Background: an optimization exercise with open tools, aiming at small area and a short achievable clock period. Do not read the settings as production practice.
Only simulation tests tie the RTL to the original design; equivalence was not proved.
Power figures rest on the tool's default switching activity, not on a simulated workload.

==> design/flow/design.v <==
`timescale 1ns / 1ps
module rv_mul(
    input               clk,
    input               rstn,
    input       [63:0]  mul_op1_i,   
    input       [63:0]  mul_op2_i,   
    output  reg [63:0]  mul_result_o
);
wire [31:0]  z0;             
wire [31:0]  z1;             
wire [31:0]  n;              
wire [64:0]  pp   [31:0];    
wire [64:0]  pp2c [31:0];    
wire [127:0] fppw [31:0];    
wire [63:0]  fpp  [31:0];    
wire [63:0]  st1  [19:0];
wire [63:0]  st2  [13:0];
reg  [63:0]  st2r [13:0];    
wire [63:0]  st3  [9:0];
wire [63:0]  st4  [5:0];
wire [63:0]  st5  [3:0];
reg  [63:0]  st5r [3:0];     
reg  [63:0]  fpp31r;         
reg  [63:0]  st39r;          
wire [63:0]  st6  [1:0];
wire [63:0]  st7  [1:0];
wire [63:0]  st8  [1:0];
wire [63:0]  result;
genvar b, u;     
generate
    for(u=0; u<32; u=u+1) begin : for_encode
        if(u==0) begin
            booth_encoder be0(
                .y   ({mul_op2_i[1], mul_op2_i[0], 1'b0}),
                .z0  (z0[u]),
                .z1  (z1[u]),
                .neg (n[u])
            );
        end else begin
            booth_encoder be2(
                .y   ({mul_op2_i[2*u+1], mul_op2_i[2*u], mul_op2_i[2*u-1]}),
                .z0  (z0[u]),
                .z1  (z1[u]),
                .neg (n[u])
            );
        end
        for(b=0; b<64; b=b+1) begin : for_sel
            if(b==0) begin
                booth_selector bs(      
                    .z0  (z0[u]),
                    .z1  (z1[u]),
                    .x   (mul_op1_i[b]),
                    .xs  (1'b0),
                    .neg (n[u]),
                    .p   (pp[u][b])
                );
                booth_selector bs0(
                    .z0  (z0[u]),
                    .z1  (z1[u]),
                    .x   (mul_op1_i[b+1]),
                    .xs  (mul_op1_i[b]),
                    .neg (n[u]),
                    .p   (pp[u][b+1])
                );
            end else if(b==63) begin
                booth_selector u_bs(
                    .z0  (z0[u]),
                    .z1  (z1[u]),
                    .x   (1'b0),
                    .xs  (mul_op1_i[b]),
                    .neg (n[u]),
                    .p   (pp[u][b+1])
                );
            end else begin
                booth_selector u_bs(
                    .z0  (z0[u]),
                    .z1  (z1[u]),
                    .x   (mul_op1_i[b+1]),
                    .xs  (mul_op1_i[b]),
                    .neg (n[u]),
                    .p   (pp[u][b+1])
                );
            end
        end
        RCA #(65) u_rca(
            .a    (pp[u]),
            .b    ({64'd0,n[u]}),
            .cin  (1'b0),
            .sum  (pp2c[u]),
            .cout ()
        );
    end
endgenerate
genvar i;
generate
    for(i=0; i<32; i=i+1) begin : for_shift
            assign fppw[i] = {{(63-2*i){n[i]  & (z0[i]  | z1[i])}} , pp2c[i], {(2*i){1'b0}}} ;
            assign fpp[i]  = fppw[i][63:0];
    end
endgenerate
genvar i1;
generate
    for(i1=0; i1<10; i1=i1+1) begin : for_st1
        CSA u_csa1(
            .a    (fpp[3*i1]),
            .b    (fpp[3*i1+1]),
            .cin  (fpp[3*i1+2]),
            .sum  (st1[2*i1]),
            .cout (st1[2*i1+1])
        );
    end
endgenerate
genvar i2;
generate
    for(i2=0; i2<6; i2=i2+1) begin : for_st2
        CSA u_csa2(
            .a    (st1[3*i2]),
            .b    (st1[3*i2+1]),
            .cin  (st1[3*i2+2]),
            .sum  (st2[2*i2]),
            .cout (st2[2*i2+1])
        );
    end
    CSA u_csa2(
        .a    (st1[18]),
        .b    (st1[19]),
        .cin  (fpp[30]),
        .sum  (st2[12]),
        .cout (st2[13])
    );
endgenerate
integer r2;
always @(posedge clk or negedge rstn) begin
    if(~rstn) begin
        for(r2=0; r2<14; r2=r2+1) begin
            st2r[r2] <= 'd0;
        end
        fpp31r <= 'd0;
    end else begin
        fpp31r <= fpp[31];
        for(r2=0; r2<14; r2=r2+1) begin
            st2r[r2] <= st2[r2];
        end
    end
end
genvar i3;
generate
    for(i3=0; i3<4; i3=i3+1) begin : for_st3
        CSA u_csa3(
            .a    (st2r[3*i3]),
            .b    (st2r[3*i3+1]),
            .cin  (st2r[3*i3+2]),
            .sum  (st3[2*i3]),
            .cout (st3[2*i3+1])
        );
    end
    CSA u_csa3(
        .a    (st2r[12]),
        .b    (st2r[13]),
        .cin  (fpp31r),
        .sum  (st3 [8]),
        .cout (st3 [9])    
    );
endgenerate
genvar i4;
generate
    for(i4=0; i4<3; i4=i4+1) begin : for_st4
        CSA u_csa4(
            .a    (st3[3*i4]),
            .b    (st3[3*i4+1]),
            .cin  (st3[3*i4+2]),
            .sum  (st4[2*i4]),
            .cout (st4[2*i4+1])
        );
    end
endgenerate
genvar i5;
generate
    for(i5=0; i5<2; i5=i5+1) begin : for_st5
        CSA u_csa5(
            .a    (st4[3*i5]),
            .b    (st4[3*i5+1]),
            .cin  (st4[3*i5+2]),
            .sum  (st5[2*i5]),
            .cout (st5[2*i5+1])
        );
    end
endgenerate
integer r5;
always @(posedge clk or negedge rstn) begin
    if(~rstn) begin
        for(r5=0; r5<4; r5=r5+1) begin
            st5r[r5] <= 'd0;
        end
        st39r <= 'd0;
    end else begin
        st39r <= st3[9];
        for(r5=0; r5<4; r5=r5+1) begin
            st5r[r5] <= st5[r5];
        end
    end
end
generate
    CSA u_csa6(
        .a    (st5r[0]),
        .b    (st5r[1]),
        .cin  (st5r[2]),
        .sum  (st6 [0]),
        .cout (st6 [1])
    );
endgenerate
generate
    CSA u_csa7(
        .a    (st6 [0]),
        .b    (st6 [1]),
        .cin  (st5r[3]),
        .sum  (st7 [0]),
        .cout (st7 [1])
    );
endgenerate
generate
    CSA u_csa8(
        .a    (st7[0]),
        .b    (st7[1]),
        .cin  (st39r),
        .sum  (st8[0]),
        .cout (st8[1])
    );
endgenerate
assign result = st8[0] + st8[1];     
always @(posedge clk or negedge rstn) begin
    if(~rstn) begin
        mul_result_o <= 64'd0;
    end else begin
        mul_result_o <= result[63:0];
    end
end
endmodule
module booth_encoder(y,z0,z1,neg);
input [2:0] y;       
output      z0;      
output      z1;      
output      neg;     
assign z0 = y[0] ^ y[1];
assign z1 = (y[0] & y[1] & ~y[2]) | (~y[0] & ~y[1] &y[2]);
assign neg = y[2] & ~(y[1] & y[0]);
endmodule
module booth_selector(z0,z1,x,xs,neg,p);
input   z0;
input   z1;
input   x;
input   xs;      
input   neg;
output  p;       
assign  p = (neg ^ ((z0 & x) | (z1 & xs)));
endmodule
module CSA #(
    parameter WID = 64
)(a, b, cin, sum, cout);
input  [WID-1:0] a, b, cin;
output [WID-1:0] sum, cout;
wire   [WID-1:0] c;  
genvar i;
generate
    for(i=0; i<WID; i=i+1) begin : for_csa
        if(i==WID-1) begin
            FA u_fa(
                .a    (a[i]),
                .b    (b[i]),
                .cin  (cin[i]),
                .sum  (sum[i]),
                .cout ()
            );
        end else begin
            FA u_fa(
                .a    (a[i]),
                .b    (b[i]),
                .cin  (cin[i]),
                .sum  (sum[i]),
                .cout (c[i+1])
            );
        end
    end
endgenerate
assign cout = {c[WID-1:1],1'b0};
endmodule
module RCA #(
    parameter WID = 64
)(a, b, cin, sum, cout);
input  [WID-1:0] a, b;
input  cin;
output [WID-1:0] sum;
output cout;
wire   [WID-1:0] c;
genvar i;
generate
    for(i=0; i<WID; i=i+1) begin : for_rca
        if(i==0) begin
            FA u_fa(
                .a    (a[i]),
                .b    (b[i]),
                .cin  (cin),
                .sum  (sum[i]),
                .cout (c[i])
            );
        end else begin
            FA u_fa(
                .a    (a[i]),
                .b    (b[i]),
                .cin  (c[i-1]),
                .sum  (sum[i]),
                .cout (c[i])
            );
        end
    end
endgenerate
assign cout = c[WID-1];
endmodule
module FA(a,b,cin,sum,cout);
input  a, b, cin;
output sum, cout;
wire   x, y, z;
xor x1(x,a,b);
xor x2(sum,x,cin);
and a1(y,a,b);
and a2(z,x,cin);
or  o1(cout,y,z);
endmodule
==> design/flow/run.sh <==
#!/bin/bash
# synth_recipe.tcl (not shown) runs the flow's synth.tcl, then flattens the netlist and writes it again
# the make line also repeats each setting of config.mk as NAME=value (left out here)
make -C /OpenROAD-flow-scripts/flow DESIGN_CONFIG=/design/flow/config.mk WORK_HOME=/design/flow/orfs CLKGATE_MAP_FILE= SYNTH_SCRIPT=/design/flow/synth_recipe.tcl finish
==> design/flow/config.mk <==
export PLATFORM = sky130hd
export DESIGN_NAME = rv_mul
export DESIGN_NICKNAME = rv_mul
export VERILOG_FILES = /design/flow/design.v
export SDC_FILE = /design/flow/constraint.sdc
export NUM_CORES = 8
export LEC_CHECK = 0
export CAP_MARGIN = 20
export CORE_MARGIN = 2
export CORE_UTILIZATION = 40
export SLEW_MARGIN = 20
==> design/flow/constraint.sdc <==
create_clock -name core_clock -period 15.0 [get_ports {clk}]
set_input_delay 3.0000 -clock core_clock [delete_from_list [all_inputs] [get_ports {clk}]]
set_output_delay 3.0000 -clock core_clock [all_outputs]
set_load 0.01 [all_outputs]
==> impl_results.md <==
* Area Growth Syn to Fin at 10.90%
* Share of post-route cells with drive strength above 1 at 7.464%
* Die height at 459.1 µm
* Count of unique library cells instantiated by Yosys at 62
* Grt total ovfl at 0
* GPL Wtd Cong at 0.9003
* Multi-input logic area at 57210 µm²
* CTS tree: yes
* Commonest cells in the netlist: inv_1, ha_1, xnor2_1
* CP arrival at 15.31 ns
* Yosys warnings at 5
* Via count at 57250
* Status: timing/DRC/antenna clean
* Post-Route WL at 247.2 mm
* Count leader, synth: inv_1
* Vias per cell at 5.331
* Row cnt at 167
* All-Layer GR Usage at 23.90%
* CTS Hold Bufs at 0
* Netlist Area Pre-Place at 82840 µm²
* DIE WIDTH at 459.1 µm
* Yosys top cell by area: dfrtp_1
* Num ports at 194
* Largest net degree at the start of global routing at 159
* Iter 0 DRT Violations at 4307
* FFs w/ async S/R, synth at 100.0%
* CP endpoint kind: register
* Post-layout nets at 10310
* Core Region at 206400 µm²
* Cell count after placement at 10570
* Pwr Density at 236.0 nW/µm²
* Crit path time final at 14.63 ns
* CP max FO at 7
* Synth Instances at 8035
* Filler cells at 19310
* Final Non-Filler Cells at 10740
* Final Cycle Share at 97.56%
* Most Frequent Cell on Critical Path: ha_4
* Final setup viols at 0
* First-pass GRT wire length at 381.4 mm
* Root Buffer: clkbuf_16
* Max_cap viols at 0
* Die ar. at 210800 µm²
* Pleak at 0.04541 µW
* Final clock skew at 0.05505 ns
* Worst slew pin tran at 1.168 ns
* Number of flops mapped to enable cells by yosys at 0
* Fin. Hold Viols at 0
* Seq/Total Area, Yosys at 22.38%
* Initial Utilization at 40.13%
* CTS Buf Count at 87
* Initial antenna violation count at 18
* Post-DRT Antenna Nets at 0
* Worst VDD drop at 0.0003654 V
* Vias in the first global route at 61120
* Design area at 91870 µm²
* FF+latch count, synth at 741
* Pins over their slew limit at 0
* Avg Synthesized Cell Area at 10.31 µm²
* Top cells by area, synth: dfrtp_1, fa_1, ha_1
* Slowest CP cell: fa_2
* Area post-placement at 88710 µm²
* Reg clk slew, reported paths at 0.07 ns
* Hold WC Path Type: reg -> reg
* # port buffers at 193
* Syn_nets at 10390
* Clk sinks at 741
* H-tree Lvls at 3
* Max clock buf depth at 3
* Pre-antenna DRT Iters at 9
* Worst-Skew Late Latency at 0.77 ns
* FF/Latch Area at 18540 µm²
* Biggest cell delay along the critical path at 0.40 ns
* Most used DFF post-synth: dfrtp_1
* Relative slew slack at 22.00%
* Critical path launch point type: primary input
* Dpl hpwl at 197.9 mm
* Crit Path Category: in -> reg
* CP required at 15.68 ns
* Max Clock Freq at 0.06833 GHz
* Post-route DRC at 0
* Wire per inst at 23.02 µm
* Post-synth top area share at 22.38%
==> power breakdown <==
group | internal [µW] | total (µW) | switching [µW]
clock | 1250 | 2210 | 957
combinational | 6110 | 15600 | 9500
sequential | 3320 | 3870 | 545
total | 10700 | 21700 | 11000
==> flip-flops by register name, indices dropped and copies added (netlist names) <==
name	count
st2r	490
st39r	5
fpp31r	2
st5r	180
mul_result_o	64
==> cell type report <==
type	count	area share [%]
inverter	1624	6.635
antenna	10	0.02724
timing repair buffer	422	4.030
clock inverter	40	0.5338
multi-input combinational	5081	62.28
tap	2704	3.682
sequential	741	20.18
clock buffer	117	2.634
==> per-layer routing <==
| metal | GRT usage [%] | vias to the layer above | part of all wire, % | wire (µm) |
|---|---|---|---|---|
| met4 | 11.22 | 10 | 5.3 | 13100 |
| met5 | 0 | - | 0.026 | 65 |
| met2 | 39.52 | 1742 | 47 | 116500 |
| met1 | 30.86 | 29260 | 42 | 102800 |
| met3 | 3.434 | 417 | 5.9 | 14680 |
| li1 | - | 25820 | - | - |
==> what timing repair did <==
action,in CTS,in global routing
buffers inserted,0,3
endpoints found under the setup margin,4,14
gates resized for setup,12,64
pin swaps,9,12
==> path summary, 6_finish.rpt <==
path | cells past startpoint | slack, ns | end | startpoint
max in group asynchronous | 4 | 9.98 | mul_result_o[40] | rstn
worst min register to register | 0 | 0.34 | st5r[0][3] | st2r[0][3]
worst max register to register | 14 | 9.49 | mul_result_o[62] | st5r[0][37]
min in group asynchronous | 1 | 2.23 | st2r[0][63] | rstn
worst max-delay path | 73 | 0.37 | st2r[0][63] | mul_op1_i[1]
worst min-delay path | 0 | 0.34 | st5r[0][3] | st2r[0][3]
==> through the flow <==
stage	hold slack, ns	setup WS (ns)	power, µW	TNS [ns]	utilization (%)
final	0.3358	0.3658	21680	0	44.50
after global routing	0.3462	-0.01113	24020	-0.01113	44.50
after CTS	0.3439	0.02915	22010	0	44.39
after detailed placement	0.3355	-1.091	19650	-11.26	42.97
after global placement	0.3328	-1.191	19340	-13.59	42.97
after floorplan	0.3312	-0.02478	13960	-0.02478	-
==> kinds of logic after synthesis <==
logic type / count (synthesis) / synth area share (%)
muxes: 75 / 0.9515
xor gates and xnor gates: 1090 / 11.52
DFF: 741 / 22.38
adders and majority gates: 2225 / 41.57
and+or+nand+nor: 400 / 2.172
buffers and inverters: 2213 / 10.03
AOI/OAI and AO/OA: 1291 / 11.36
==> cell usage in the layout, fill, tap and decap left out, drive strengths merged, types with 95 or more instances in the layout <==
master | netlist | layout
inv | 1624 | 1630
ha | 1346 | 1346
xnor2 | 1043 | 1043
a22oi | 1003 | 1003
fa | 879 | 879
dfrtp | 741 | 741
buf | 137 | 257
nand2 | 222 | 222
clkdlybuf4s50 | 0 | 157
clkbuf | 452 | 121
o21ai | 95 | 95
==> worst max-delay path: cells and delay by family <==
family                     cells  cell delay [ns]
AOI/OAI and AO/OA              1             0.19
xor gates and xnor gates       5             0.82
adders and majority gates     63            10.85
buffers and inverters          3             0.34
muxes                          1             0.07

[afterwards: timing with drivers on the ports]
Ports are ideal in the flow. The routed layout listed here was re-timed in OpenROAD.
Step 1: set_driving_cell puts a clkbuf_16 on clk and a buf_2 on each other input, an assumption about the parent block.
Step 2, shift: input delay + t, output delay - t, t = (earliest + latest rising clock arrival at the registers) / 2. This alone moves slack from input paths to output paths.
Slacks: ideal ports / drivers / drivers and shift; pairs: ideal ports / drivers.
t (ns): 0.823
slack for setup (ns): 0.366 / 0.401 / -0.422
worst setup path after step 2: input to register
Met with ideal ports but missed after step 2: setup timing in this run. The setup slack of this run moves by +0.035 ns with the drivers and by -0.788 ns with both steps.
